This is an optimization exercise on Yosys and OpenROAD, whose aim is small area, not a production implementation.
Where RTL was checked, it was by simulation tests only, not by an equivalence proof against the original.
Only the layout flow was run in runs 3 and 4; the RTL was not checked for function there.
No activity file was given, so power comes from the tool's default toggle rates.

--- design/flow/config.mk ---
export PLATFORM = sky130hd
export DESIGN_NAME = mch_codec
export DESIGN_NICKNAME = mch_codec
export VERILOG_FILES = /design/flow/design.v
export SDC_FILE = /design/flow/constraint.sdc
export NUM_CORES = 4
export LEC_CHECK = 0
export CAP_MARGIN = 20
export CORE_MARGIN = 2
export CORE_UTILIZATION = 40
export SLEW_MARGIN = 20
--- design/flow/constraint.sdc ---
create_clock -name core_clock -period 10.0 [get_ports {clk}]
set_input_delay 2.0000 -clock core_clock [delete_from_list [all_inputs] [get_ports {clk}]]
set_output_delay 2.0000 -clock core_clock [all_outputs]
set_load 0.01 [all_outputs]
--- design/flow/design.v ---
module debounce(
    input  btnl,
    input  clk,
    input  stb,      
    input  ph2,      
    input  btn,
    output fire
    );
reg       btn0, btn1, key, rose;
reg [4:0] btn_cnt;
assign fire = rose & ph2;
always @(posedge clk or posedge btnl)
begin
    if (btnl)
        begin
            btn0 <= 0;  btn1 <= 0;  btn_cnt <= 0;  key <= 0;  rose <= 0;
        end
    else if (stb)
        begin
            btn0 <= btn;  btn1 <= btn0;
            if (btn0 ^ btn1)
                btn_cnt <= 0;
            else if (btn_cnt < 30)
                btn_cnt <= btn_cnt + 1;
            rose <= (btn_cnt == 29) & btn1 & ~key;
            if (btn_cnt == 29)
                key <= btn1;
        end
end
endmodule
module mch_codec
(
    input   btnl,  
    input   clk,   
    input   btnr,  
    input   btnd,  
    input   [15:0] sw,
    input   rxsd,
    output  reg txsd,
    output  [6:0] seg,
    output  dp,
    output  [3:0] an,
    output  reg [15:0] led
);
assign seg = 7'b1111111;
assign dp  = 1'b0;
reg [6:0] pre;
wire stb = (pre == 7'd0);
wire ph2 = (pre == 7'd2);
always @(posedge clk or posedge btnl)
    if (btnl)
        pre <= 7'd99;
    else if (pre == 7'd99)
        pre <= 7'd0;
    else
        pre <= pre + 7'd1;
wire start, lsel_tg;
debounce u_debounce0 (.btnl(btnl), .clk(clk), .stb(stb), .ph2(ph2), .btn(btnr), .fire(start));
debounce u_debounce1 (.btnl(btnl), .clk(clk), .stb(stb), .ph2(ph2), .btn(btnd), .fire(lsel_tg));
reg lsel;
assign an = {lsel, ~lsel, ~lsel, lsel};
always @(posedge clk or posedge btnl)
    if (btnl)
        lsel <= 1'b0;
    else if (lsel_tg)
        lsel <= ~lsel;
reg [4:0] q25;
reg [1:0] q4;
reg [6:0] q80;
always @(posedge clk or posedge btnl)
    if (btnl)
        begin q25 <= 31;  q4 <= 3;  q80 <= 127; end
    else if (start)
        begin q25 <= 0;   q4 <= 0;  q80 <= 0;   end
    else if (q25 < 24)
        q25 <= q25 + 1'b1;
    else if (q4 < 3)
        begin q25 <= 0;  q4 <= q4 + 1'b1; end
    else if (q80 < 80)
        begin q25 <= 0;  q4 <= 0;  q80 <= q80 + 1'b1; end
    else
        begin q25 <= 31;  q4 <= 3;  q80 <= 127; end
reg [3:0] nib;
reg       sbit;
wire      lt   = (nib < 10);
wire [3:0] low = lt ? nib : nib + 4'd7;
wire      cap  = (q4 == 3) & (q25 == 23) & (q80[2:0] == 3'd2) &
                 (q80[6:3] >= 4'd3) & (q80[6:3] <= 4'd7);
always @(posedge clk)
    if (cap)
        begin
            sbit <= low[0];
            case (q80[5:3])
            3'd3: nib <= sw[15:12];
            3'd4: nib <= sw[11:8];
            3'd5: nib <= sw[7:4];
            3'd6: nib <= sw[3:0];
            default: ;
            endcase
        end
wire [2:0] j = {~q80[2], q80[1:0]};      
reg        cbit;
always @*
    case (j)
    3'd0: cbit = 1'b0;
    3'd1: cbit = ~lt;
    3'd2: cbit = lt;
    3'd3: cbit = lt;
    3'd4: cbit = low[3];
    3'd5: cbit = low[2];
    3'd6: cbit = low[1];
    default: cbit = sbit;
    endcase
reg bbit;
always @*
    if (q80 < 20)       bbit = ~q80[1];           
    else if (q80 < 28)  bbit = (j == 3'd5);       
    else if (q80 < 60)  bbit = cbit;              
    else                bbit = ~q80[1];           
wire sdo = bbit ^ ~q4[1];
reg tpl0, tpl1;
always @(posedge clk or posedge btnl)
    if (btnl)
        begin tpl0 <= 1; tpl1 <= 1; txsd <= 1; end
    else
        begin
            tpl0 <= q4[0];  tpl1 <= tpl0;
            if (tpl0 & ~tpl1)
                begin
                    if (q80 < 12)       txsd <= q80[1];
                    else if (q80 < 68)  txsd <= sdo;
                    else if (q80 < 80)  txsd <= ~q80[1];
                    else                txsd <= 1'b1;
                end
        end
reg       rd0, rd1, rxing;
reg [5:0] cnt;
reg       pl0, pl1;
reg [7:0] acnt;
reg [4:0] sy_cnt;
reg       syok, sy_ok, rcv_sd, pls1m;
wire rR = pl0 & ~pl1;
wire rF = pl1 & ~pl0;
always @(posedge clk or posedge btnl)
    if (btnl)
        begin rd0 <= 1;  rd1 <= 1; end
    else
        begin rd0 <= rxsd;  rd1 <= rd0; end
always @(posedge clk or posedge btnl)
    if (btnl)
        begin rxing <= 0;  cnt <= 63; end
    else if (~rxing & rd1 & ~rd0)
        begin rxing <= 1;  cnt <= 0; end
    else if (rxing)
        begin
            if (rd0 ^ rd1)      cnt <= 0;
            else if (cnt < 49)  cnt <= cnt + 1'b1;
            else                cnt <= 0;
            if (acnt == 170)    rxing <= 0;
        end
    else
        cnt <= 63;
always @(posedge clk or posedge btnl)
    if (btnl)
        begin pl0 <= 1;  pl1 <= 1; end
    else
        begin pl0 <= (cnt >= 25);  pl1 <= pl0; end
always @(posedge clk or posedge btnl)
    if (btnl)
        acnt <= 0;
    else if (~rxing)
        acnt <= 0;
    else if (rR & (acnt < 170))
        acnt <= acnt + 1'b1;
always @(posedge clk or posedge btnl)
    if (btnl)
        pls1m <= 1;
    else if (~rxing)
        pls1m <= 1;
    else if (rF)
        pls1m <= ~acnt[0];
always @(posedge clk or posedge btnl)
    if (btnl)
        syok <= 0;
    else if (~rxing)
        syok <= 0;
    else if (rF)
        syok <= (acnt < 136) & (sy_cnt == 24);
always @(posedge clk or posedge btnl)
    if (btnl)
        sy_ok <= 0;
    else if (rR)
        sy_ok <= syok;
always @(posedge clk or posedge btnl)
    if (btnl)
        rcv_sd <= 0;
    else if (~syok)
        rcv_sd <= 0;
    else if (rR)
        rcv_sd <= rd0 ^ pls1m;
always @(posedge clk or posedge btnl)
    if (btnl)
        sy_cnt <= 0;
    else if (~rxing)
        sy_cnt <= 0;
    else if (rR & (sy_cnt < 24))
        begin
            if (rd0 == sy_cnt[2])
                sy_cnt <= sy_cnt + 1'b1;
            else
                sy_cnt <= 31;
        end
reg rpl0, rpl1, dsy_ok, drcv_sd;
reg sy0, sy1, spl0, spl1;
reg [2:0] bcnt, bycnt;
always @(posedge clk or posedge btnl)
    if (btnl)
        begin rpl0 <= 1;  rpl1 <= 1;  dsy_ok <= 0;  drcv_sd <= 0; end
    else
        begin
            rpl0 <= pl1;  rpl1 <= rpl0;
            if (rpl1 & ~rpl0)
                begin dsy_ok <= sy_ok;  drcv_sd <= rcv_sd; end
        end
always @(posedge clk or posedge btnl)
    if (btnl)
        begin sy0 <= 1;  sy1 <= 1;  spl0 <= 1;  spl1 <= 1; end
    else
        begin sy0 <= dsy_ok;  sy1 <= sy0;  spl0 <= pls1m;  spl1 <= spl0; end
wire sE1 = spl0 & ~spl1;
wire sE2 = spl1 & ~spl0;
always @(posedge clk or posedge btnl)
    if (btnl)
        begin bcnt <= 7;  bycnt <= 7; end
    else if (sy0 & ~sy1)
        begin bcnt <= 0;  bycnt <= 0; end
    else if (sE2)
        begin
            if (bcnt < 7)
                bcnt <= bcnt + 1'b1;
            else if (bycnt < 7)
                begin bcnt <= 0;  bycnt <= bycnt + 1'b1; end
        end
reg [6:0] tpd;
reg       flag;
reg [3:0] d0, d1, d2, d3;
reg [3:0] v;
reg       cm;
reg [3:0] nb0, nb1, nb2, nb3;
wire [7:0] rbyte = {tpd, drcv_sd};
wire       dig   = (rbyte[7:4] == 4'h3) & (rbyte[3:0] < 10);
wire       alp   = (rbyte[7:4] == 4'h4) & (rbyte[3:0] > 0) & (rbyte[3:0] < 7);
wire       rvld  = dig | alp;
wire [3:0] rdec  = dig ? rbyte[3:0] : rbyte[3:0] + 4'd9;
wire       bend  = sE1 & (bcnt == 7);
always @(posedge clk)
    begin
        if (sE1)
            tpd <= {tpd[5:0], drcv_sd};
        if (bend & (bycnt == 0))
            flag <= (rbyte != 8'hcc);
        if (bend & (bycnt == 2)) begin d0 <= rdec;  v[0] <= rvld; end
        if (bend & (bycnt == 3)) begin d1 <= rdec;  v[1] <= rvld; end
        if (bend & (bycnt == 4)) begin d2 <= rdec;  v[2] <= rvld; end
        if (bend & (bycnt == 5)) begin d3 <= rdec;  v[3] <= rvld; end
    end
always @(posedge clk or posedge btnl)
    if (btnl)
        cm <= 0;
    else
        cm <= sE1 & (bcnt == 2) & (bycnt == 7) & ~flag;
always @(posedge clk or posedge btnl)
    if (btnl)
        begin nb0 <= 0;  nb1 <= 0;  nb2 <= 0;  nb3 <= 0; end
    else if (cm)
        begin
            if (v[0]) nb0 <= d0;
            if (v[1]) nb1 <= d1;
            if (v[2]) nb2 <= d2;
            if (v[3]) nb3 <= d3;
        end
always @(posedge clk or posedge btnl)
    if (btnl)
        led <= 0;
    else if (lsel == 0)
        led <= sw;
    else
        led <= {nb0, nb1, nb2, nb3};
endmodule
--- design/flow/run.sh ---
#!/bin/bash
# synth_recipe.tcl (not shown) runs the flow's synth.tcl, then flattens the netlist and writes it again
# the make line also repeats each setting of config.mk as NAME=value (left out here)
make -C /OpenROAD-flow-scripts/flow DESIGN_CONFIG=/design/flow/config.mk WORK_HOME=/design/flow/orfs CLKGATE_MAP_FILE= SYNTH_SCRIPT=/design/flow/synth_recipe.tcl finish
==> results of run 1 <==
registers in the layout, indices dropped and copies added (netlist names), 5 cells and up:
name	cells
sy_cnt	5
q80	7
pre	7
u_debounce0.btn_cnt	5
acnt	8
q25	5
cnt	6
tpd	7
u_debounce1.btn_cnt	5
led	16
cell type report:
type | instances | area, um2
fillers | 1545 | 9070
flip-flops and latches | 151 | 4000
multi-input cells | 421 | 2900
clock buffers | 25 | 528
repair buffers | 42 | 418
well taps | 225 | 282
inverters | 31 | 119
clock inverters | 7 | 40.0
cells in the final DEF, fill, tap and decap left out, drive strengths merged, types with 31 or more instances in the layout:
cell           Yosys  routed
ha                33      33
nand2             52      52
inv               31      31
dfstp             44      44
clkdlybuf4s50      0      41
a21oi             33      33
mux2              36      36
dfrtp             74      74
edfxtp            33      33
nor2              43      43
where the power goes:
part	leakage, nW	internal, mW	switching (mW)	total (mW)
sequential	1.71	0.706	0.0531	0.759
combinational	1.48	0.0737	0.0889	0.163
clock	0.279	0.364	0.238	0.602
how the worst max path moves through the flow:
stage                           to  slack [ps]  depth (start not counted)
6_report                     an[3]        5990                          1
5_1_grt                      an[2]        5880                          2
4_1_cts                      an[3]        5970                          1
3_5_place_dp     led[14]$_DFF_PP0_        6160                          3
3_3_place_gp     led[14]$_DFF_PP0_        6190                          3
2_1_floorplan  acnt[0]$_DFFE_PP0P_        4940                          1
per-stage QoR:
step	cell area [um2]	utilization	setup WS, ps
after floorplan	7160	-	4940
after global placement	7720	0.445	6190
after detailed placement	7720	0.445	6160
after CTS	8280	0.477	5970
after global routing	8280	0.477	5880
final	8280	0.477	5990
metal layers:
layer  part of all wire  wire (um)  GRT usage  vias to the layer above
li1                   -          -          -                     2279
met1               0.47       6330      0.203                     2303
met2               0.47       6290      0.240                       88
met3              0.039        521     0.0434                       18
met4              0.015        205     0.0515                        0
met5                  0          0          0                        -
logic make-up (layout without fill, tap and decap cells):
kind of cell             after synthesis  after routing
adder cells (fa/ha/maj)               33             33
XOR/XNOR                              28             28
multiplexers                          42             42
AO/OA/AOI/OAI                        109            109
flip-flops                           151            151
buffers and inverters                 56            105
other                                  2              8
AND/OR/NAND/NOR                      201            201
==> results.py, run 1 <==
metrics = {
    "cells_and_area": {
        "instances_no_fill": 902,
        "drive_gt1_frac": 0.183,
        "final_nets": 718,
        "area_delta_synth_final_pct": 16.1,
        "n_antenna_cell": 0,
    },
    "floorplanning": {
        "die_h_um": 138,
        "ioPinCount": 50,
        "dieArea_mm2": 0.0189,
        "core.rowCount": 48,
        "die_w_um": 138,
        "core_area_mm2": 0.0174,
        "start_util": 0.411,
    },
    "synth": {
        "ys_types": 61,
        "synthSimpleGateAreaFrac": 0.146,
        "yosysSeqAreaShare": 0.561,
        "yosysMostFrequentCell": "dfrtp_1",
        "synth-compound-area-share": 0.0991,
        "synth_warnings": 2,
        "syn_inst": 622,
        "ys_seq_elements": 151,
        "yosys.area.top_type": "dfrtp_1",
        "synth_ff_type": "dfrtp_1",
        "synth-edff-count": 33,
        "synth_commonest_cells": "74 x dfrtp_1, 52 x nand2_1, 44 x dfstp_2",
        "synth_area_leaders": "dfrtp_1 26%, dfstp_2 16%, edfxtp_1 14%",
        "synth_top_area_frac": 0.260,
        "synth-xor-area-share": 0.0344,
        "synthArstFlopShare": 0.781,
        "syn_area_mm2": 0.00713,
        "yosys.area_share.adder": 0.0579,
        "avgSynthCellArea_um2": 11.5,
        "synthMuxAreaShare": 0.0652,
        "synth_top_family_by_area": "simple AND/OR/NAND/NOR gates",
    },
    "clock_network": {
        "cts_resized": 0,
        "clock_path_buffers": 2,
        "hold_buffers": 0,
        "cts_made_buffers": 17,
        "clock_latency_ps": 420,
        "cts_sinks": 151,
        "clkSlewWorstSetupHoldPaths_ps": 60,
        "cts_tree": "built",
        "postCtsSetupRepairBufs": 0,
        "h-tree-depth": 4,
        "root_buffer": "clkbuf_16",
    },
    "worst_hold_path": {
        "holdPathEnd": "tpl1$_DFF_PP1_",
        "holdCritStartpoint": "tpl0$_DFF_PP1_",
        "hold_path.class": "reg -> reg",
        "min_path_cells": 0,
    },
    "placed_design": {
        "portBuffers": 41,
        "dp_hpwl_mm": 9.44,
        "gp_congestion": 0.818,
        "dp_cells": 870,
    },
    "sta": {
        "fin_crit_sh": 0.401,
        "fmax_mhz": 249,
        "rsz0062_at_grt": "false",
        "max-slew-margin-rel": 0.385,
        "worstMarginPinSlew_ps": 923,
        "hold-worst-slack_ps": 365,
        "setup_viol": 0,
        "min_period_ps": 4010,
        "slew_viol_final": 0,
        "fin_setup_tns_ps": 0,
        "clock_skew_ps": 4.43,
        "hold_violations": 0,
    },
    "critical_path": {
        "reg2regPathDepth": 4,
        "end_kind": "primary output",
        "startpoint_type": "register",
        "required_ps": 8000,
        "r2r_slack_ps": 7750,
        "crit_type": "reg -> out",
        "slowest_stage": "dfrtp_1",
        "cpLargestDelayFamily": "flip-flops",
        "timing.critical_path.from": "lsel$_DFFE_PP0P_",
        "crit_arrival_ps": 2010,
        "cpPeakStageDelay_ps": 910,
        "r2r_end": "d2[2]$_DFFE_PP_",
        "crit_buf_inv": 1,
        "r2r-start": "spl0$_DFF_PP1_",
        "cp_max_fo": 20,
        "cp_cell_sequence": "clkdlybuf4s50_1",
    },
    "pwr": {
        "power_mw": 1.52,
        "powerDensity_mw_per_mm2": 184,
        "ir_drop_v": 0.000127,
        "p_leak_nw": 3.47,
    },
    "routing": {
        "drtPass1Iterations": 4,
        "viasPerCell": 5.20,
        "routed_wl_mm": 13.3,
        "drc": 0,
        "drt-initial-drc-count": 272,
        "ant_nets": 0,
        "wl_per_cell_um": 14.8,
        "vias": 4688,
    },
    "grt": {
        "grtUsageTotal": 0.152,
        "antenna_found_initial": 0,
        "grt_first_pass_wirelength_mm": 22.4,
        "grt_max_degree": 76,
        "grt_overflow": 0,
        "grt_pass1_vias": 4503,
    },
    "run": {
        "maxCapViolCount": 0,
    },
    "outcome": {
        "status": "no timing/DRC/antenna violations",
    },
}
==> run 2, diff against run 1 <==
--- a/design/flow/config.mk
+++ b/design/flow/config.mk
@@ -9,3 +9,6 @@
 export CORE_MARGIN = 2
 export CORE_UTILIZATION = 40
+export CTS_BUF_LIST = sky130_fd_sc_hd__clkbuf_4
+export CTS_CLUSTER_DIAMETER = 100
+export CTS_CLUSTER_SIZE = 30
 export SLEW_MARGIN = 20
==> results.py, run 2 <==
metrics = {
    "floorplanning": {
        "ioPinCount": 50,
        "dieArea_mm2": 0.0189,
        "start_util": 0.411,
        "die_h_um": 138,
        "core.rowCount": 48,
        "die_w_um": 138,
        "core_area_mm2": 0.0174,
    },
    "grt": {
        "grt_overflow": 0,
        "grt_max_degree": 76,
        "grtUsageTotal": 0.151,
        "antenna_found_initial": 1,
        "grt_first_pass_wirelength_mm": 22.3,
        "grt_pass1_vias": 4492,
    },
    "placed_design": {
        "gp_congestion": 0.818,
        "dp_hpwl_mm": 9.44,
        "portBuffers": 41,
    },
    "synth": {
        "yosysSeqAreaShare": 0.561,
        "syn_inst": 622,
        "ys_types": 61,
        "yosys.area.top_type": "dfrtp_1",
        "synth_top_area_frac": 0.260,
        "yosysMostFrequentCell": "dfrtp_1",
        "synth_warnings": 2,
        "synth-edff-count": 33,
        "syn_area_mm2": 0.00713,
        "avgSynthCellArea_um2": 11.5,
        "synth_area_leaders": "dfrtp_1 26%, dfstp_2 16%, edfxtp_1 14%",
        "ys_seq_elements": 151,
        "synth_commonest_cells": "74 x dfrtp_1, 52 x nand2_1, 44 x dfstp_2",
        "synth_ff_type": "dfrtp_1",
        "synthArstFlopShare": 0.781,
    },
    "pwr": {
        "powerDensity_mw_per_mm2": 160,
        "p_leak_nw": 3.34,
        "ir_drop_v": 0.0000842,
    },
    "sta": {
        "slew_viol_final": 0,
        "min_period_ps": 4160,
        "fin_setup_tns_ps": 0,
        "max-slew-margin-rel": 0.385,
        "worstMarginPinSlew_ps": 923,
        "fmax_mhz": 240,
        "hold_violations": 0,
        "fin_crit_sh": 0.416,
        "setup_viol": 0,
        "clock_skew_ps": 9.07,
        "rsz0062_at_grt": "false",
    },
    "clock_network": {
        "cts_sinks": 151,
        "postCtsSetupRepairBufs": 0,
        "root_buffer": "clkbuf_4",
        "cts_tree": "built",
        "hold_buffers": 0,
        "cts_made_buffers": 17,
        "cts_resized": 0,
        "clkSlewWorstSetupHoldPaths_ps": 120,
        "clock_latency_ps": 530,
        "h-tree-depth": 4,
        "clock_path_buffers": 2,
    },
    "critical_path": {
        "required_ps": 8000,
        "timing.critical_path.from": "lsel$_DFFE_PP0P_",
        "cp_cell_sequence": "clkdlybuf4s50_1",
        "end_kind": "primary output",
        "r2r_slack_ps": 7750,
        "crit_type": "reg -> out",
        "cp_max_fo": 20,
        "startpoint_type": "register",
        "r2r_end": "d2[2]$_DFFE_PP_",
        "crit_end": "an[3]",
        "cpPeakStageDelay_ps": 940,
        "r2r-start": "spl0$_DFF_PP1_",
        "reg2regPathDepth": 4,
        "worst-path-stages": 1,
        "crit_arrival_ps": 2160,
        "slowest_stage": "dfrtp_1",
        "cpLargestDelayFamily": "flip-flops",
        "crit_buf_inv": 1,
    },
    "run": {
        "maxCapViolCount": 0,
    },
    "outcome": {
        "status": "no timing/DRC/antenna violations",
    },
    "routing": {
        "viasPerCell": 5.19,
        "drc": 0,
        "vias": 4689,
        "wl_met3_um": 381,
        "drt-initial-drc-count": 302,
        "routed-wl-met2_mm": 6.41,
        "dr.max_layer_used": "met4",
        "drtPass1Iterations": 7,
        "routed_wl_mm": 13.3,
        "ant_nets": 0,
        "wl_per_cell_um": 14.7,
        "wl_met1_mm": 6.31,
    },
    "cells_and_area": {
        "final_nets": 718,
        "largest_register": "led",
        "mostFrequentLayoutCells": "74 x dfrtp_1, 52 x nand2_1, 44 x dfstp_2, 43 x nor2_1, 41 x clkdlybuf4s50_1",
        "reg_top3": "led (16), acnt (8)",
        "final_util": 0.460,
        "largest_register_ffs": 16,
        "area_delta_synth_final_pct": 11.9,
        "layout_commonest_cell": "dfrtp_1",
        "drive_gt1_frac": 0.183,
    },
    "worst_hold_path": {
        "hold_path.class": "reg -> reg",
        "min_path_cells": 0,
    },
}
==> run 2: cell counts after synthesis <==
Identical to the previous run, type by type.
==> run 2: cell families after synthesis <==
kind of cell	count (synthesis)	share of synthesized area
AND/OR/NAND/NOR	201	0.146
flip-flops	151	0.561
AO/OA/AOI/OAI	109	0.0991
other	2	0.00105
XOR/XNOR	28	0.0344
buffers and inverters	56	0.0363
adder cells (fa/ha/maj)	33	0.0579
multiplexers	42	0.0652
==> run 2: final cells by class <==
class / count / area [um2]
tap: 225 / 282
timing repair buffer: 42 / 418
clock buffer: 20 / 150
inverter: 31 / 119
multi-input combinational: 421 / 2900
clock inverter: 12 / 111
sequential: 151 / 4000
antenna: 1 / 2.50
fill: 1571 / 9380
==> run 2: report_power, final <==
part | internal [mW] | leakage, nW | switching, mW
combinational | 0.0738 | 1.48 | 0.0891
clock | 0.152 | 0.145 | 0.201
sequential | 0.705 | 1.71 | 0.0532
total | 0.930 | 3.34 | 0.344
==> run 2: stage by stage <==
stage          setup WS (ps)  total power [mW]  area (um2)  hold WS [ps]  instances
2_1_floorplan           4940             0.877        7160           351        628
3_3_place_gp            6190             0.924        7720           354        870
3_5_place_dp            6160             0.935        7720           358        870
4_1_cts                 5800              1.29        7980           375        902
5_1_grt                 5690              1.36        7980           382        903
6_report                5840              1.27        7980           373        903
==> run 2: layer usage <==
metal / vias up / track usage
met5: - / 0
met4: 0 / 0.0596
met3: 11 / 0.0346
met2: 78 / 0.239
met1: 2320 / 0.201
li1: 2280 / -
==> run 2: worst min path at each step <==
stage / startpoint / end / slack, ps
after global placement: tpl0$_DFF_PP1_ / tpl1$_DFF_PP1_ / 350
final: rpl0$_DFF_PP1_ / rpl1$_DFF_PP1_ / 370
after CTS: sy0$_DFF_PP1_ / sy1$_DFF_PP1_ / 380
after floorplan: dsy_ok$_DFFE_PP0P_ / sy0$_DFF_PP1_ / 350
after global routing: rpl0$_DFF_PP1_ / rpl1$_DFF_PP1_ / 380
after detailed placement: sy0$_DFF_PP1_ / sy1$_DFF_PP1_ / 360
==> run 3, diff against run 2 <==
--- a/design/flow/design.v
+++ b/design/flow/design.v
@@ -45,17 +45,18 @@
 assign seg = 7'b1111111;
 assign dp  = 1'b0;
-reg [6:0] pre;
-wire stb = (pre == 7'd0);
-wire ph2 = (pre == 7'd2);
-always @(posedge clk or posedge btnl)
-    if (btnl)
-        pre <= 7'd99;
-    else if (pre == 7'd99)
-        pre <= 7'd0;
-    else
-        pre <= pre + 7'd1;
+reg [4:0] q25p;
+reg [1:0] q4p;
+wire p99 = (q4p == 2'd3) & (q25p == 5'd24);
+wire stb = (q4p == 2'd3) & (q25p == 5'd22);
+always @(posedge clk or posedge btnl)
+    if (btnl)
+        begin q25p <= 5'd21;  q4p <= 2'd3; end
+    else if (q25p == 5'd24)
+        begin q25p <= 5'd0;  q4p <= q4p + 2'd1; end
+    else
+        q25p <= q25p + 5'd1;
 wire start, lsel_tg;
-debounce u_debounce0 (.btnl(btnl), .clk(clk), .stb(stb), .ph2(ph2), .btn(btnr), .fire(start));
-debounce u_debounce1 (.btnl(btnl), .clk(clk), .stb(stb), .ph2(ph2), .btn(btnd), .fire(lsel_tg));
+debounce u_debounce0 (.btnl(btnl), .clk(clk), .stb(stb), .ph2(p99), .btn(btnr), .fire(start));
+debounce u_debounce1 (.btnl(btnl), .clk(clk), .stb(stb), .ph2(p99), .btn(btnd), .fire(lsel_tg));
 reg lsel;
 assign an = {lsel, ~lsel, ~lsel, lsel};
@@ -65,25 +66,17 @@
     else if (lsel_tg)
         lsel <= ~lsel;
-reg [4:0] q25;
-reg [1:0] q4;
-reg [6:0] q80;
-always @(posedge clk or posedge btnl)
-    if (btnl)
-        begin q25 <= 31;  q4 <= 3;  q80 <= 127; end
+reg [6:0] q80;       
+always @(posedge clk or posedge btnl)
+    if (btnl)
+        q80 <= 127;
     else if (start)
-        begin q25 <= 0;   q4 <= 0;  q80 <= 0;   end
-    else if (q25 < 24)
-        q25 <= q25 + 1'b1;
-    else if (q4 < 3)
-        begin q25 <= 0;  q4 <= q4 + 1'b1; end
-    else if (q80 < 80)
-        begin q25 <= 0;  q4 <= 0;  q80 <= q80 + 1'b1; end
-    else
-        begin q25 <= 31;  q4 <= 3;  q80 <= 127; end
+        q80 <= 0;
+    else if (p99)
+        q80 <= (q80 < 80) ? q80 + 1'b1 : 7'd127;
 reg [3:0] nib;
 reg       sbit;
 wire      lt   = (nib < 10);
 wire [3:0] low = lt ? nib : nib + 4'd7;
-wire      cap  = (q4 == 3) & (q25 == 23) & (q80[2:0] == 3'd2) &
+wire      cap  = (q4p == 3) & (q25p == 23) & (q80[2:0] == 3'd2) &
                  (q80[6:3] >= 4'd3) & (q80[6:3] <= 4'd7);
 always @(posedge clk)
@@ -118,19 +111,14 @@
     else if (q80 < 60)  bbit = cbit;              
     else                bbit = ~q80[1];           
-wire sdo = bbit ^ ~q4[1];
-reg tpl0, tpl1;
-always @(posedge clk or posedge btnl)
-    if (btnl)
-        begin tpl0 <= 1; tpl1 <= 1; txsd <= 1; end
-    else
-        begin
-            tpl0 <= q4[0];  tpl1 <= tpl0;
-            if (tpl0 & ~tpl1)
-                begin
-                    if (q80 < 12)       txsd <= q80[1];
-                    else if (q80 < 68)  txsd <= sdo;
-                    else if (q80 < 80)  txsd <= ~q80[1];
-                    else                txsd <= 1'b1;
-                end
+wire sdo = bbit ^ ~q4p[1];
+always @(posedge clk or posedge btnl)
+    if (btnl)
+        txsd <= 1;
+    else if ((q25p == 5'd1) & q4p[0])
+        begin
+            if (q80 < 12)       txsd <= q80[1];
+            else if (q80 < 68)  txsd <= sdo;
+            else if (q80 < 80)  txsd <= ~q80[1];
+            else                txsd <= 1'b1;
         end
 reg       rd0, rd1, rxing;
@@ -139,5 +127,5 @@
 reg [7:0] acnt;
 reg [4:0] sy_cnt;
-reg       syok, sy_ok, rcv_sd, pls1m;
+reg       syok, rcv_sd, pls1m;
 wire rR = pl0 & ~pl1;
 wire rF = pl1 & ~pl0;
@@ -187,9 +175,4 @@
     else if (rF)
         syok <= (acnt < 136) & (sy_cnt == 24);
-always @(posedge clk or posedge btnl)
-    if (btnl)
-        sy_ok <= 0;
-    else if (rR)
-        sy_ok <= syok;
 always @(posedge clk or posedge btnl)
     if (btnl)
@@ -211,27 +194,22 @@
                 sy_cnt <= 31;
         end
-reg rpl0, rpl1, dsy_ok, drcv_sd;
-reg sy0, sy1, spl0, spl1;
+reg drcv_sd, spl0, spl1;
 reg [2:0] bcnt, bycnt;
 always @(posedge clk or posedge btnl)
     if (btnl)
-        begin rpl0 <= 1;  rpl1 <= 1;  dsy_ok <= 0;  drcv_sd <= 0; end
-    else
-        begin
-            rpl0 <= pl1;  rpl1 <= rpl0;
-            if (rpl1 & ~rpl0)
-                begin dsy_ok <= sy_ok;  drcv_sd <= rcv_sd; end
-        end
-always @(posedge clk or posedge btnl)
-    if (btnl)
-        begin sy0 <= 1;  sy1 <= 1;  spl0 <= 1;  spl1 <= 1; end
-    else
-        begin sy0 <= dsy_ok;  sy1 <= sy0;  spl0 <= pls1m;  spl1 <= spl0; end
-wire sE1 = spl0 & ~spl1;
-wire sE2 = spl1 & ~spl0;
+        begin spl0 <= 1;  spl1 <= 1;  drcv_sd <= 0; end
+    else
+        begin
+            spl0 <= pls1m;  spl1 <= spl0;
+            if (spl0 ^ spl1)
+                drcv_sd <= rcv_sd;
+        end
+wire sE1  = spl0 & ~spl1;
+wire sE2  = spl1 & ~spl0;
+wire sync = (spl0 ^ spl1) & syok & (acnt == 8'd25);
 always @(posedge clk or posedge btnl)
     if (btnl)
         begin bcnt <= 7;  bycnt <= 7; end
-    else if (sy0 & ~sy1)
+    else if (sync)
         begin bcnt <= 0;  bycnt <= 0; end
     else if (sE2)
==> results.py, run 3 <==
metrics = {
    "outcome": {
        "status": "no timing/DRC/antenna violations",
    },
    "routing": {
        "drtPass1Iterations": 4,
        "routed_wl_mm": 11.9,
        "vias": 4235,
        "viasPerCell": 5.01,
        "wl_per_cell_um": 14.0,
        "drt-initial-drc-count": 249,
        "drc": 0,
        "ant_nets": 0,
    },
    "synth": {
        "synth_warnings": 2,
        "avgSynthCellArea_um2": 11.5,
        "ys_types": 63,
        "synth_area_leaders": "dfrtp_1 27%, edfxtp_1 15%, dfstp_2 13%",
        "ys_seq_elements": 136,
        "synth_ff_type": "dfrtp_1",
        "yosysMostFrequentCell": "dfrtp_1",
        "synth-edff-count": 33,
        "syn_area_mm2": 0.00661,
        "yosys.area.top_type": "dfrtp_1",
        "synth_commonest_cells": "71 x dfrtp_1, 53 x nand2_1, 45 x nor2_1",
        "syn_inst": 574,
        "synth_top_area_frac": 0.269,
        "yosysSeqAreaShare": 0.546,
        "synthArstFlopShare": 0.757,
    },
    "critical_path": {
        "r2r_slack_ps": 7940,
        "r2r_end": "txsd$_DFFE_PP1P_",
        "cp_cell_sequence": "clkdlybuf4s50_1",
        "slowest_stage": "dfrtp_1",
        "cpPeakStageDelay_ps": 890,
        "crit_arrival_ps": 2100,
        "r2r-start": "q80[1]$_DFFE_PP1P_",
        "cp_max_fo": 20,
        "reg2regPathDepth": 8,
        "end_kind": "primary output",
        "crit_buf_inv": 1,
        "crit_type": "reg -> out",
        "startpoint_type": "register",
        "cpLargestDelayFamily": "flip-flops",
        "required_ps": 8000,
    },
    "grt": {
        "grtUsageTotal": 0.144,
        "grt_first_pass_wirelength_mm": 20.4,
        "grt_pass1_vias": 4277,
        "grt_max_degree": 59,
        "grt_overflow": 0,
        "antenna_found_initial": 0,
    },
    "floorplanning": {
        "die_w_um": 133,
        "core.rowCount": 46,
        "die_h_um": 133,
        "core_area_mm2": 0.0160,
        "dieArea_mm2": 0.0176,
        "ioPinCount": 50,
        "start_util": 0.413,
    },
    "pwr": {
        "clock_power_share": 0.264,
        "powerDensity_mw_per_mm2": 163,
        "switching_share": 0.293,
        "ir_drop_v": 0.0000575,
        "comb_power_share": 0.155,
        "p_seq_frac": 0.581,
        "power.internal_mw": 0.855,
        "p_leak_nw": 3.07,
        "p_switching_mw": 0.355,
    },
    "sta": {
        "rsz0062_at_grt": "false",
        "fmax_mhz": 244,
        "worstMarginPinSlew_ps": 818,
        "clock_skew_ps": 16.5,
        "slew_viol_final": 0,
        "min_period_ps": 4100,
        "max-slew-margin-rel": 0.455,
        "fin_crit_sh": 0.410,
        "hold_violations": 0,
        "setup_viol": 0,
        "fin_setup_tns_ps": 0,
    },
    "cells_and_area": {
        "nFillCells": 1521,
        "drive_gt1_frac": 0.181,
        "largest_register": "led",
        "reg_top3": "led (16), acnt (8)",
        "layout_commonest_cell": "dfrtp_1",
        "area_delta_synth_final_pct": 12.4,
        "largest_register_ffs": 16,
        "mostFrequentLayoutCells": "71 x dfrtp_1, 53 x nand2_1, 45 x nor2_1, 42 x mux2_2, 41 x clkdlybuf4s50_1",
        "n_antenna_cell": 0,
        "final_nets": 673,
        "final_util": 0.464,
    },
    "run": {
        "maxCapViolCount": 0,
    },
    "worst_hold_path": {
        "holdCritStartpoint": "pls1m$_DFFE_PP1P_",
        "holdPathEnd": "spl0$_DFF_PP1_",
        "hold_path.class": "reg -> reg",
        "min_path_cells": 0,
    },
    "clock_network": {
        "clock_latency_ps": 540,
        "hold_buffers": 0,
        "root_buffer": "clkbuf_4",
        "postCtsSetupRepairBufs": 0,
        "cts_made_buffers": 17,
        "cts_tree": "built",
        "clock_path_buffers": 2,
        "cts_sinks": 136,
        "h-tree-depth": 4,
        "cts_resized": 0,
        "clkSlewWorstSetupHoldPaths_ps": 110,
    },
    "placed_design": {
        "portBuffers": 41,
        "gp_congestion": 0.786,
        "dp_hpwl_mm": 8.46,
    },
}
==> run 3: cell count changes in the layout (fill, tap and decap cells not counted), sizes merged, moves of 4 or more <==
| cell | previous run | this run |
|---|---|---|
| dfstp | 44 | 32 |
| nand3 | 27 | 15 |
| and3 | 13 | 5 |
| a21oi | 33 | 27 |
| mux2 | 36 | 42 |
| o22ai | 4 | 10 |
| nor2b | 6 | 1 |
| a22o | 5 | 1 |
| and2 | 13 | 9 |
| or4 | 4 | 0 |
==> run 3: final cells by class <==
type	count	area [um2]	share of cell area
Tap cell	216	270	0.0364
Clock buffer	18	135	0.0182
Sequential cell	136	3610	0.486
Clock inverter	14	110	0.0148
Inverter	32	123	0.0165
Multi-Input combinational cell	387	2760	0.372
Timing Repair Buffer	42	418	0.0563
==> run 3: layer usage <==
metal	track usage	share of wire	vias up
met5	0	0	-
met4	0.0448	0.010	0
met3	0.0475	0.038	13
met2	0.231	0.48	76
met1	0.184	0.48	2050
li1	-	-	2096
==> run 3: cell families (layout without fill, tap and decap cells) <==
logic type,count (synthesis),in the layout,synth area share
xor gates and xnor gates,30,30,0.0398
other,2,8,0.00114
buffers and inverters,57,106,0.0394
and+or+nand+nor,165,165,0.125
muxes,49,49,0.0822
DFF,136,136,0.546
adders and majority gates,36,36,0.0682
AOI/OAI and AO/OA,99,99,0.0979
==> run 3: worst max-delay path by stage <==
stage | startpoint | to | cells past startpoint | slack, ps
floorplan | btnl | acnt[0]$_DFFE_PP0P_ | 1 | 5350
global placement | btnl | led[9]$_DFF_PP0_ | 3 | 6360
finish | lsel$_DFFE_PP0P_ | an[3] | 1 | 5900
global route | lsel$_DFFE_PP0P_ | an[3] | 1 | 5720
detailed placement | btnl | led[5]$_DFF_PP0_ | 3 | 6320
CTS | lsel$_DFFE_PP0P_ | an[3] | 1 | 5810
==> run 3: power by group through the flow <==
stage	combinational, mW	clock [mW]	sequential [mW]
2_1_floorplan	0.143	0	0.697
3_3_place_gp	0.183	0	0.712
3_5_place_dp	0.189	0	0.714
4_1_cts	0.191	0.336	0.704
5_1_grt	0.216	0.358	0.714
6_report	0.187	0.319	0.703
==> run 3: stage by stage <==
step	std cells	total power [mW]	area (um2)	worst slack (ps)	hold WS [ps]
6_report	845	1.21	7420	5900	388
4_1_cts	845	1.23	7420	5810	391
5_1_grt	845	1.29	7420	5720	393
3_3_place_gp	813	0.894	7180	6360	367
2_1_floorplan	580	0.840	6630	5350	353
3_5_place_dp	813	0.903	7180	6320	365
==> run 4, diff against run 3 <==
==> design/flow/config.mk (replaced) <==
export PLATFORM = sky130hd
export DESIGN_NAME = mch_codec
export DESIGN_NICKNAME = mch_codec
export VERILOG_FILES = /design/flow/design.v
export SDC_FILE = /design/flow/constraint.sdc
export NUM_CORES = 4
export LEC_CHECK = 0
export ABC_AREA = 1
export CAP_MARGIN = 20
export CORE_MARGIN = 2
export CORE_UTILIZATION = 40
export CTS_BUF_LIST = sky130_fd_sc_hd__clkbuf_8
export CTS_CLUSTER_DIAMETER = 60
export CTS_CLUSTER_SIZE = 20
export SLEW_MARGIN = 20
==> results.py, run 4 <==
metrics = {
    "grt": {
        "grt_first_pass_wirelength_mm": 21.4,
        "grtUsageTotal": 0.150,
        "antenna_found_initial": 0,
        "gr-usage-met2": 0.249,
        "grt_pass1_vias": 4681,
        "grt_max_degree": 59,
        "met1_usage": 0.188,
        "grt_overflow": 0,
        "top_usage_layer": "met2",
        "grtUsageMet3": 0.0354,
    },
    "cells_and_area": {
        "final_nets": 805,
        "reg_top3": "led (16), acnt (8)",
        "final_util": 0.468,
        "layout_commonest_cell": "nand2_1",
        "drive_gt1_frac": 0.147,
        "largest_register": "led",
        "mostFrequentLayoutCells": "146 x nand2_1, 93 x inv_1, 71 x dfrtp_1, 48 x nor2_1, 41 x clkdlybuf4s50_1",
        "n_antenna_cell": 0,
        "area_delta_synth_final_pct": 15.3,
        "largest_register_ffs": 16,
        "design_area_mm2": 0.00771,
    },
    "critical_path": {
        "crit_type": "reg -> out",
        "cp_cell_sequence": "inv_1, clkdlybuf4s50_1",
        "cp_max_fo": 25,
        "required_ps": 8000,
        "crit_arrival_ps": 2170,
        "end_kind": "primary output",
        "slowest_stage": "dfrtp_1",
        "cpPeakStageDelay_ps": 770,
        "r2r_slack_ps": 7810,
        "startpoint_type": "register",
    },
    "sta": {
        "clock_skew_ps": 11.4,
        "min_period_ps": 4170,
        "max-slew-margin-rel": 0.499,
        "rsz0062_at_grt": "false",
        "fin_crit_sh": 0.417,
        "worstMarginPinSlew_ps": 746,
        "fin_setup_tns_ps": 0,
        "fmax_mhz": 240,
        "setup_viol": 0,
        "slew_viol_final": 0,
        "hold_violations": 0,
    },
    "placed_design": {
        "portBuffers": 41,
        "gp_congestion": 0.824,
        "placed_cell_area_mm2": 0.00728,
        "dp_hpwl_mm": 9.10,
    },
    "synth": {
        "yosysMostFrequentCell": "nand2_1",
        "synth_warnings": 2,
        "yosys.area.top_type": "dfrtp_1",
        "synth_ff_type": "dfrtp_1",
        "syn_area_mm2": 0.00669,
        "synth_top_area_frac": 0.266,
        "syn_inst": 701,
        "synth_commonest_cells": "146 x nand2_1, 94 x inv_1, 71 x dfrtp_1",
        "ys_types": 44,
        "avgSynthCellArea_um2": 9.54,
        "yosysSeqAreaShare": 0.540,
        "synth_area_leaders": "dfrtp_1 27%, edfxtp_1 15%, dfstp_2 13%",
        "synth-edff-count": 33,
        "synthArstFlopShare": 0.757,
        "ys_seq_elements": 136,
    },
    "routing": {
        "drt-initial-drc-count": 277,
        "drc": 0,
        "routed_wl_mm": 12.4,
        "vias": 4717,
        "viasPerCell": 4.81,
        "ant_nets": 0,
        "wl_per_cell_um": 12.7,
        "drtPass1Iterations": 5,
    },
    "floorplanning": {
        "dieArea_mm2": 0.0178,
        "start_util": 0.406,
        "core.rowCount": 47,
        "die_w_um": 133,
        "ioPinCount": 50,
        "core_area_mm2": 0.0165,
        "die_h_um": 133,
    },
    "clock_network": {
        "h-tree-depth": 4,
        "hold_buffers": 0,
        "cts_tree": "built",
        "clkSlewWorstSetupHoldPaths_ps": 80,
        "clock_latency_ps": 430,
        "clock_path_buffers": 2,
        "cts_sinks": 136,
        "cts_made_buffers": 17,
        "cts_resized": 0,
        "postCtsSetupRepairBufs": 0,
        "root_buffer": "clkbuf_8",
    },
    "run": {
        "maxCapViolCount": 0,
    },
    "pwr": {
        "p_leak_nw": 3.47,
        "ir_drop_v": 0.0000981,
        "powerDensity_mw_per_mm2": 177,
    },
    "worst_hold_path": {
        "hold_path.class": "reg -> reg",
    },
    "outcome": {
        "status": "no timing/DRC/antenna violations",
    },
}
[run 4: changes by cell type after synthesis, moves of 7 or more]
cell / change
nand2_1: +93
nand3_1: +12
nor3_1: +17
o21ai_0: +18
xnor2_1: -12
mux2i_1: -7
and2_1: -8
mux2_2: -23
inv_2: +10
inv_1: +62
[run 4: layer usage]
metal	vias up	share of wire
met4	0	0.014
met1	2247	0.46
met3	15	0.031
li1	2367	-
met2	88	0.49
met5	-	0
[run 4: metrics by stage]
step	total power [mW]	setup WS [ps]	hold slack, ps	instances
2_1_floorplan	0.817	5350	360	707
3_3_place_gp	0.872	6330	365	949
3_5_place_dp	0.882	6300	367	949
4_1_cts	1.38	5810	379	981
5_1_grt	1.44	5650	386	981
6_report	1.36	5830	376	981
[run 4: cell type report]
class,instances,area [um2]
timing repair buffer,42,418
sequential,136,3610
clock inverter,15,199
fill,1541,8750
multi-input combinational,447,2580
inverter,104,393
tap,220,275
clock buffer,17,234
[run 4: final timing paths]
path,start,endpoint,depth (start not counted)
min in group asynchronous,btnl,u_debounce1.btn0$_DFFE_PP0P_,2
min reg2reg,pl0$_DFF_PP1_,pl1$_DFF_PP1_,0
max in group asynchronous,btnl,u_debounce0.rose$_DFFE_PP0P_,3
max reg2reg,q4p[0]$_DFFE_PP1N_,u_debounce0.btn_cnt[4]$_DFFE_PP0P_,9
max,lsel$_DFFE_PP0P_,an[2],2
min,pl0$_DFF_PP1_,pl1$_DFF_PP1_,0
[run 4: report_power, final]
| part | switching [mW] | total, mW | internal, mW | leakage (nW) |
|---|---|---|---|---|
| combinational | 0.118 | 0.188 | 0.0702 | 1.69 |
| sequential | 0.0379 | 0.681 | 0.643 | 1.57 |
| clock | 0.221 | 0.494 | 0.273 | 0.213 |
| total | 0.377 | 1.36 | 0.986 | 3.47 |
[run 4: critical path, delay by kind of cell, from the launching register on]
family,cells,cell delay [ps]
buffers and inverters,2,970
flip-flops,1,770
[run 4: cells by family (layout without fill, tap and decap cells)]
group | after synthesis | after routing | share of synthesized area
mux | 19 | 19 | 0.0320
buf+inv | 124 | 178 | 0.0771
other cells | 2 | 8 | 0.00112
simple gates | 275 | 275 | 0.183
fa+ha+maj | 36 | 36 | 0.0674
compound gates | 93 | 93 | 0.0786
flops | 136 | 136 | 0.540
xor+xnor | 16 | 16 | 0.0210
==> run 5, diff against run 4 <==
--- a/design/flow/design.v
+++ b/design/flow/design.v
@@ -9,4 +9,5 @@
 reg       btn0, btn1, key, rose;
 reg [4:0] btn_cnt;
+localparam [4:0] C29 = 5'd24, C30 = 5'd16;
 assign fire = rose & ph2;
 always @(posedge clk or posedge btnl)
@@ -21,8 +22,8 @@
             if (btn0 ^ btn1)
                 btn_cnt <= 0;
-            else if (btn_cnt < 30)
-                btn_cnt <= btn_cnt + 1;
-            rose <= (btn_cnt == 29) & btn1 & ~key;
-            if (btn_cnt == 29)
+            else if (btn_cnt != C30)
+                btn_cnt <= {btn_cnt[3:0], ~(btn_cnt[4] ^ btn_cnt[2])};
+            rose <= (btn_cnt == C29) & btn1 & ~key;
+            if (btn_cnt == C29)
                 key <= btn1;
         end
@@ -47,13 +48,14 @@
 reg [4:0] q25p;
 reg [1:0] q4p;
-wire p99 = (q4p == 2'd3) & (q25p == 5'd24);
-wire stb = (q4p == 2'd3) & (q25p == 5'd22);
-always @(posedge clk or posedge btnl)
-    if (btnl)
-        begin q25p <= 5'd21;  q4p <= 2'd3; end
-    else if (q25p == 5'd24)
-        begin q25p <= 5'd0;  q4p <= q4p + 2'd1; end
-    else
-        q25p <= q25p + 5'd1;
+localparam [4:0] L0 = 5'd0, L1 = 5'd1, L21 = 5'd22, L22 = 5'd13, L23 = 5'd26, L24 = 5'd20;
+wire p99 = (q4p == 2'd3) & (q25p == L24);
+wire stb = (q4p == 2'd3) & (q25p == L22);
+always @(posedge clk or posedge btnl)
+    if (btnl)
+        begin q25p <= L21;  q4p <= 2'd3; end
+    else if (q25p == L24)
+        begin q25p <= L0;  q4p <= q4p + 2'd1; end
+    else
+        q25p <= {q25p[3:0], ~(q25p[4] ^ q25p[2])};
 wire start, lsel_tg;
 debounce u_debounce0 (.btnl(btnl), .clk(clk), .stb(stb), .ph2(p99), .btn(btnr), .fire(start));
@@ -78,5 +80,5 @@
 wire      lt   = (nib < 10);
 wire [3:0] low = lt ? nib : nib + 4'd7;
-wire      cap  = (q4p == 3) & (q25p == 23) & (q80[2:0] == 3'd2) &
+wire      cap  = (q4p == 3) & (q25p == L23) & (q80[2:0] == 3'd2) &
                  (q80[6:3] >= 4'd3) & (q80[6:3] <= 4'd7);
 always @(posedge clk)
@@ -115,5 +117,5 @@
     if (btnl)
         txsd <= 1;
-    else if ((q25p == 5'd1) & q4p[0])
+    else if ((q25p == L1) & q4p[0])
         begin
             if (q80 < 12)       txsd <= q80[1];
@@ -123,8 +125,9 @@
         end
 reg       rd0, rd1, rxing;
-reg [5:0] cnt;
+reg       chi;
+reg [4:0] clo;
 reg       pl0, pl1;
 reg [7:0] acnt;
-reg [4:0] sy_cnt;
+reg       fail;        
 reg       syok, rcv_sd, pls1m;
 wire rR = pl0 & ~pl1;
@@ -137,21 +140,24 @@
 always @(posedge clk or posedge btnl)
     if (btnl)
-        begin rxing <= 0;  cnt <= 63; end
+        begin rxing <= 0;  chi <= 1;  clo <= L0; end
     else if (~rxing & rd1 & ~rd0)
-        begin rxing <= 1;  cnt <= 0; end
+        begin rxing <= 1;  chi <= 0;  clo <= L0; end
     else if (rxing)
         begin
-            if (rd0 ^ rd1)      cnt <= 0;
-            else if (cnt < 49)  cnt <= cnt + 1'b1;
-            else                cnt <= 0;
+            if (rd0 ^ rd1)
+                begin chi <= 0;  clo <= L0; end
+            else if (clo != L24)
+                clo <= {clo[3:0], ~(clo[4] ^ clo[2])};
+            else
+                begin chi <= ~chi;  clo <= L0; end
             if (acnt == 170)    rxing <= 0;
         end
     else
-        cnt <= 63;
+        begin chi <= 1;  clo <= L0; end
 always @(posedge clk or posedge btnl)
     if (btnl)
         begin pl0 <= 1;  pl1 <= 1; end
     else
-        begin pl0 <= (cnt >= 25);  pl1 <= pl0; end
+        begin pl0 <= chi;  pl1 <= pl0; end
 always @(posedge clk or posedge btnl)
     if (btnl)
@@ -174,5 +180,5 @@
         syok <= 0;
     else if (rF)
-        syok <= (acnt < 136) & (sy_cnt == 24);
+        syok <= (acnt < 136) & (acnt >= 24) & ~fail;
 always @(posedge clk or posedge btnl)
     if (btnl)
@@ -184,14 +190,9 @@
 always @(posedge clk or posedge btnl)
     if (btnl)
-        sy_cnt <= 0;
-    else if (~rxing)
-        sy_cnt <= 0;
-    else if (rR & (sy_cnt < 24))
-        begin
-            if (rd0 == sy_cnt[2])
-                sy_cnt <= sy_cnt + 1'b1;
-            else
-                sy_cnt <= 31;
-        end
+        fail <= 0;
+    else if (~rxing)
+        fail <= 0;
+    else if (rR & (acnt < 24) & (rd0 != acnt[2]))
+        fail <= 1;
 reg drcv_sd, spl0, spl1;
 reg [2:0] bcnt, bycnt;
==> design/flow/flow/run.sh (new file) <==
#!/bin/bash
# Standard ORFS layout with two changes: ports are buffered with the
# smallest buffer, and CTS inserts no dummy loads.
set -euo pipefail
export BUFFER_PORTS_ARGS="-buffer_cell sky130_fd_sc_hd__buf_1"
export CTS_ARGS="-sink_clustering_enable -repair_clock_nets -buf_list sky130_fd_sc_hd__clkbuf_8 -dont_use_dummy_load"
bash standard.sh > standard_flow.log 2>&1
==> design/flow/standard.sh (new file) <==
#!/bin/bash
# synth_recipe.tcl (not shown) runs the flow's synth.tcl, then flattens the netlist and writes it again
# the make line also repeats each setting of config.mk as NAME=value (left out here)
make -C /OpenROAD-flow-scripts/flow DESIGN_CONFIG=/design/flow/config.mk WORK_HOME=/design/flow/orfs CLKGATE_MAP_FILE= SYNTH_SCRIPT=/design/flow/synth_recipe.tcl "${@:-finish}"
--- a/design/flow/config.mk
+++ b/design/flow/config.mk
@@ -6,10 +6,7 @@
 export NUM_CORES = 4
 export LEC_CHECK = 0
-export ABC_AREA = 1
 export CAP_MARGIN = 20
 export CORE_MARGIN = 2
 export CORE_UTILIZATION = 40
 export CTS_BUF_LIST = sky130_fd_sc_hd__clkbuf_8
-export CTS_CLUSTER_DIAMETER = 60
-export CTS_CLUSTER_SIZE = 20
 export SLEW_MARGIN = 20
removed: design/flow/run.sh
==> results.py, run 5 <==
metrics = {
    "synth": {
        "yosysMostFrequentCell": "dfrtp_1",
        "synth_ff_type": "dfrtp_1",
        "synth_top_area_frac": 0.292,
        "syn_inst": 536,
        "synth_commonest_cells": "72 x dfrtp_1, 62 x nand2_1, 33 x edfxtp_1",
        "synth_warnings": 2,
        "avgSynthCellArea_um2": 11.5,
        "yosys.area_share.adder": 0.0446,
        "ys_types": 63,
        "synth_area_leaders": "dfrtp_1 29%, edfxtp_1 16%, dfstp_2 11%",
        "yosys.area.top_type": "dfrtp_1",
        "synth_top_family_by_area": "simple AND/OR/NAND/NOR gates",
        "ys_seq_elements": 132,
        "synth-compound-area-share": 0.0912,
        "synthSimpleGateAreaFrac": 0.150,
        "syn_area_mm2": 0.00617,
        "yosysSeqAreaShare": 0.568,
        "synthMuxAreaShare": 0.0697,
        "synth-edff-count": 33,
        "synth-xor-area-share": 0.0312,
        "synthArstFlopShare": 0.750,
    },
    "worst_hold_path": {
        "hold_path.class": "reg -> reg",
        "min_path_cells": 0,
        "holdPathEnd": "pl1$_DFF_PP1_",
        "holdCritStartpoint": "pl0$_DFF_PP1_",
    },
    "cells_and_area": {
        "largest_register_ffs": 16,
        "largest_register": "led",
        "reg_top3": "led (16), acnt (8)",
        "area_delta_synth_final_pct": 7.75,
        "mostFrequentLayoutCells": "72 x dfrtp_1, 62 x nand2_1, 41 x buf_1, 33 x edfxtp_1, 32 x mux2_2",
        "n_antenna_cell": 0,
        "instances_no_fill": 757,
        "drive_gt1_frac": 0.144,
        "nFillCells": 1427,
        "final_nets": 614,
        "layout_commonest_cell": "dfrtp_1",
    },
    "critical_path": {
        "crit_buf_inv": 2,
        "crit_arrival_ps": 1690,
        "r2r_slack_ps": 7850,
        "cpPeakStageDelay_ps": 890,
        "r2r-start": "q4p[0]$_DFFE_PP1P_",
        "end_kind": "primary output",
        "cp_max_fo": 24,
        "worst-path-stages": 2,
        "crit_type": "reg -> out",
        "required_ps": 8000,
        "r2r_end": "u_debounce1.key$_DFFE_PP0P_",
        "cpLargestDelayFamily": "flip-flops",
        "startpoint_type": "register",
        "slowest_stage": "dfrtp_1",
        "cp_cell_sequence": "inv_1, buf_1",
        "reg2regPathDepth": 5,
    },
    "sta": {
        "rsz0062_at_grt": "false",
        "setup_viol": 0,
        "clock_skew_ps": 23.2,
        "fin_setup_tns_ps": 0,
        "worstMarginPinSlew_ps": 833,
        "slew_viol_final": 0,
        "hold_violations": 0,
        "max-slew-margin-rel": 0.444,
        "fin_crit_sh": 0.369,
        "fmax_mhz": 271,
        "min_period_ps": 3690,
        "setup_slack_ps": 6310,
    },
    "floorplanning": {
        "start_util": 0.407,
        "core_area_mm2": 0.0151,
        "ioPinCount": 50,
        "die_h_um": 128,
        "dieArea_mm2": 0.0164,
        "core.rowCount": 45,
        "die_w_um": 128,
    },
    "pwr": {
        "power_mw": 1.12,
        "powerDensity_mw_per_mm2": 168,
        "ir_drop_v": 0.0000698,
        "p_leak_nw": 2.76,
    },
    "grt": {
        "grt_overflow": 0,
        "antenna_found_initial": 0,
        "grtUsageTotal": 0.142,
        "grt_max_degree": 86,
        "grt_pass1_vias": 3901,
        "grt_first_pass_wirelength_mm": 18.5,
    },
    "clock_network": {
        "clock_latency_ps": 440,
        "hold_buffers": 0,
        "h-tree-depth": 4,
        "cts_resized": 0,
        "cts_tree": "built",
        "cts_sinks": 132,
        "postCtsSetupRepairBufs": 0,
        "clock_path_buffers": 2,
        "clkSlewWorstSetupHoldPaths_ps": 70,
        "root_buffer": "clkbuf_8",
        "cts_made_buffers": 17,
    },
    "placed_design": {
        "portBuffers": 41,
        "dp_cells": 740,
        "pre_cts_slack_ps": 6690,
        "dp_hpwl_mm": 7.62,
        "gp_congestion": 0.831,
    },
    "outcome": {
        "status": "no timing/DRC/antenna violations",
    },
    "routing": {
        "wl_per_cell_um": 14.5,
        "vias": 3942,
        "routed_wl_mm": 11.0,
        "drc": 0,
        "ant_nets": 0,
        "viasPerCell": 5.21,
        "drtPass1Iterations": 4,
        "drt-initial-drc-count": 290,
    },
    "run": {
        "maxCapViolCount": 0,
    },
}
-- run 5: changes by cell type after synthesis, sizes merged, moves of 9 or more --
cell	delta
nand2	-89
inv	-79
nor2	-26
o21ai	-21
nor3	-18
ha	-14
and2	+13
mux2	+13
nor2b	+9
-- run 5: area by class of cell --
cell class	instances	area, um2	share of cell area
flip-flops and latches	132	3500	0.527
multi-input cells	353	2420	0.363
well taps	188	235	0.0354
clock buffers	17	234	0.0352
repair buffers	42	165	0.0248
inverters	25	96.3	0.0145
-- run 5: per-stage QoR --
step	cell area (um2)	hold slack, ps	util
after CTS	6650	369	0.439
after global routing	6650	374	0.439
after floorplan	6190	356	-
final	6650	367	0.439
after detailed placement	6410	360	0.423
after global placement	6410	360	0.423
-- run 5: metal layers --
layer,track usage,share of wire,up-vias
li1,-,-,1933
met1,0.188,0.48,1908
met3,0.0401,0.043,13
met2,0.221,0.47,88
met4,0.0569,0.012,0
met5,0,0,-
-- run 5: cell families after synthesis --
group / after synthesis
other cells: 2
mux: 39
compound gates: 83
buf+inv: 57
fa+ha+maj: 22
simple gates: 179
xor+xnor: 22
flops: 132
-- run 5: how the worst max path moves through the flow --
stage                           from                  end  slack [ps]
detailed placement              btnl     led[2]$_DFF_PP0_        6690
global route        lsel$_DFFE_PP0P_                an[2]        6110
CTS                 lsel$_DFFE_PP0P_                an[1]        6240
finish              lsel$_DFFE_PP0P_                an[1]        6310
floorplan                       btnl  acnt[0]$_DFFE_PP0P_        5450
global placement                btnl     led[2]$_DFF_PP0_        6730
-- run 5: worst register-to-register path, delay by kind of cell, from the launching register on --
kind,cells,cell delay [ps]
simple gates,3,970
flops,1,560
mux,1,310
fa+ha+maj,1,190
-- run 5: report_power, final --
| group | switching [mW] | internal, mW |
|---|---|---|
| clock | 0.166 | 0.149 |
| sequential | 0.0412 | 0.618 |
| combinational | 0.0840 | 0.0576 |
==> run 6, diff against run 5 <==
==> design/flow/run.sh (new file) <==
#!/bin/bash
# synth_recipe.tcl (not shown) runs the flow's synth.tcl, then flattens the netlist and writes it again
# the make line also repeats each setting of config.mk as NAME=value (left out here)
make -C /OpenROAD-flow-scripts/flow DESIGN_CONFIG=/design/flow/config.mk WORK_HOME=/design/flow/orfs CLKGATE_MAP_FILE= SYNTH_SCRIPT=/design/flow/synth_recipe.tcl finish
removed: design/flow/flow/run.sh
removed: design/flow/standard.sh
==> results.py, run 6 <==
metrics = {
    "critical_path": {
        "end_kind": "primary output",
        "cp_max_fo": 24,
        "slowest_stage": "dfrtp_1",
        "crit_type": "reg -> out",
        "cpLargestDelayFamily": "flip-flops",
        "reg2regPathDepth": 7,
        "r2r_end": "txsd$_DFFE_PP1P_",
        "cpPeakStageDelay_ps": 950,
        "r2r-start": "q80[1]$_DFFE_PP1P_",
        "cp_cell_sequence": "inv_1, clkdlybuf4s50_1",
        "required_ps": 8000,
        "crit_arrival_ps": 2130,
        "r2r_slack_ps": 7860,
        "startpoint_type": "register",
        "crit_buf_inv": 2,
    },
    "synth": {
        "synth_ff_type": "dfrtp_1",
        "yosysMostFrequentCell": "dfrtp_1",
        "synthArstFlopShare": 0.750,
        "avgSynthCellArea_um2": 11.5,
        "synth_top_area_frac": 0.292,
        "yosysSeqAreaShare": 0.568,
        "syn_area_mm2": 0.00617,
        "ys_types": 63,
        "syn_inst": 536,
        "synth_area_leaders": "dfrtp_1 29%, edfxtp_1 16%, dfstp_2 11%",
        "synth_warnings": 2,
        "synth-edff-count": 33,
        "synth_commonest_cells": "72 x dfrtp_1, 62 x nand2_1, 33 x edfxtp_1",
        "yosys.area.top_type": "dfrtp_1",
        "ys_seq_elements": 132,
    },
    "grt": {
        "grtUsageTotal": 0.148,
        "grt_max_degree": 54,
        "grt_overflow": 0,
        "grt_pass1_vias": 3965,
        "antenna_found_initial": 0,
        "grt_first_pass_wirelength_mm": 19.3,
    },
    "cells_and_area": {
        "instances_no_fill": 772,
        "layout_commonest_cell": "dfrtp_1",
        "area_delta_synth_final_pct": 14.5,
        "n_antenna_cell": 0,
        "final_util": 0.467,
        "mostFrequentLayoutCells": "72 x dfrtp_1, 62 x nand2_1, 41 x clkdlybuf4s50_1, 33 x edfxtp_1, 32 x mux2_2",
        "final_nets": 614,
        "largest_register": "led",
        "reg_top3": "led (16), acnt (8)",
        "drive_gt1_frac": 0.164,
        "largest_register_ffs": 16,
    },
    "sta": {
        "fin_setup_tns_ps": 0,
        "min_period_ps": 4130,
        "slew_viol_final": 0,
        "setup_viol": 0,
        "hold_violations": 0,
        "rsz0062_at_grt": "false",
        "clock_skew_ps": 9.43,
        "worstMarginPinSlew_ps": 917,
        "max-slew-margin-rel": 0.389,
        "fmax_mhz": 242,
        "hold-worst-slack_ps": 372,
        "fin_crit_sh": 0.413,
    },
    "floorplanning": {
        "ioPinCount": 50,
        "core.rowCount": 45,
        "core_area_mm2": 0.0151,
        "dieArea_mm2": 0.0164,
        "die_h_um": 128,
        "die_w_um": 128,
        "start_util": 0.407,
    },
    "clock_network": {
        "cts_resized": 0,
        "hold_buffers": 0,
        "cts_made_buffers": 17,
        "cts_sinks": 132,
        "postCtsSetupRepairBufs": 0,
        "h-tree-depth": 4,
        "cts_tree": "built",
        "root_buffer": "clkbuf_8",
        "clock_latency_ps": 440,
        "clkSlewWorstSetupHoldPaths_ps": 80,
        "clock_path_buffers": 2,
    },
    "worst_hold_path": {
        "holdPathEnd": "pl1$_DFF_PP1_",
        "hold_path.class": "reg -> reg",
        "holdCritStartpoint": "pl0$_DFF_PP1_",
        "min_path_cells": 0,
    },
    "routing": {
        "ant_nets": 0,
        "wl_met3_um": 445,
        "drt-initial-drc-count": 290,
        "wl_per_cell_um": 14.6,
        "wl_met1_mm": 5.42,
        "routed-wl-met2_mm": 5.20,
        "vias": 4009,
        "drtPass1Iterations": 4,
        "routed_wl_mm": 11.2,
        "dr.max_layer_used": "met4",
        "drc": 0,
        "viasPerCell": 5.19,
    },
    "outcome": {
        "status": "no timing/DRC/antenna violations",
    },
    "placed_design": {
        "portBuffers": 41,
        "gp_congestion": 0.777,
        "dp_hpwl_mm": 7.89,
        "dp_cells": 740,
    },
    "pwr": {
        "p_leak_nw": 2.96,
        "powerDensity_mw_per_mm2": 178,
        "ir_drop_v": 0.0000863,
    },
    "run": {
        "maxCapViolCount": 0,
    },
}
-- run 6: cell families (layout without fill, tap and decap cells) --
group                    Yosys count  count (layout)  share of synthesized area
flip-flops                       132             132                      0.568
other                              2               8                    0.00122
multiplexers                      39              39                     0.0697
AND/OR/NAND/NOR                  179             179                      0.150
AO/OA/AOI/OAI                     83              83                     0.0912
buffers and inverters             57              99                     0.0446
adder cells (fa/ha/maj)           22              22                     0.0446
XOR/XNOR                          22              22                     0.0312
-- run 6: worst reg2reg max path: cells and delay by family (launching register included) --
| family | cells | cell delay (ps) |
|---|---|---|
| flops | 1 | 610 |
| fa+ha+maj | 1 | 260 |
| simple gates | 2 | 610 |
| buf+inv | 1 | 120 |
| compound gates | 3 | 490 |
-- run 6: power by group --
part	switching, mW	internal (mW)
Clock	0.213	0.231
Sequential	0.0411	0.617
Combinational	0.0849	0.0671
Total	0.339	0.916
-- run 6: final cells by class --
type / instances / area [um2]
fill: 1369 / 8080
sequential: 132 / 3500
multi-input combinational: 353 / 2420
timing repair buffer: 42 / 418
clock buffer: 18 / 248
tap: 188 / 235
clock inverter: 14 / 150
inverter: 25 / 96.3
-- run 6: per-stage QoR --
step | setup slack, ps | cell area [um2] | power (mW)
CTS | 5820 | 7070 | 1.28
detailed placement | 6320 | 6670 | 0.823
global route | 5730 | 7070 | 1.33
finish | 5870 | 7070 | 1.25
global placement | 6330 | 6670 | 0.815
floorplan | 5450 | 6190 | 0.767
-- run 6: how the worst max path moves through the flow --
| stage | from | end | slack, ps | cells after the start |
|---|---|---|---|---|
| finish | lsel$_DFFE_PP0P_ | an[1] | 5870 | 2 |
| global placement | lsel$_DFFE_PP0P_ | an[1] | 6330 | 2 |
| detailed placement | lsel$_DFFE_PP0P_ | an[1] | 6320 | 2 |
| CTS | lsel$_DFFE_PP0P_ | an[1] | 5820 | 2 |
| floorplan | btnl | acnt[0]$_DFFE_PP0P_ | 5450 | 1 |
| global route | lsel$_DFFE_PP0P_ | an[2] | 5730 | 2 |
-- run 6: per-layer routing --
layer,track usage,up-vias
met5,0,-
met4,0.0556,0
met1,0.199,1945
li1,-,1962
met3,0.0401,18
met2,0.231,84

[port drivers added, routing unchanged]
The flow's constraints put no driver on any port. The routed layouts listed below were extracted and timed again, unchanged, in two steps.
Step 1: set_driving_cell puts a clkbuf_16 on clk and a buf_2 on each other input, an assumption about the parent block.
Step 2 times the ports against the registers' clock, not the clock port: input delays grow and output delays shrink by t, the midpoint of the rising clock arrivals with the driver on.
Slacks: ideal / step 1 / step 2; pairs: ideal / step 1.
run | shift t [ns] | setup slack, ns | worst register clock-pin slew, ns
run 1 | 0.457 | 5.989 / 5.951 / 6.275 | 0.06 / 0.06
run 2 | 0.560 | 5.840 / 5.807 / 6.295 | 0.12 / 0.12
run 3 | 0.565 | 5.896 / 5.862 / 6.427 | 0.12 / 0.12
run 4 | 0.465 | 5.834 / 5.794 / 6.259 | 0.08 / 0.08
run 5 | 0.458 | 6.309 / 6.272 / 6.730 | 0.08 / 0.08
run 6 | 0.463 | 5.869 / 5.835 / 6.298 | 0.08 / 0.08
After both steps setup and hold are still met in every run listed. The worst setup slack also covers recovery checks on asynchronous resets.
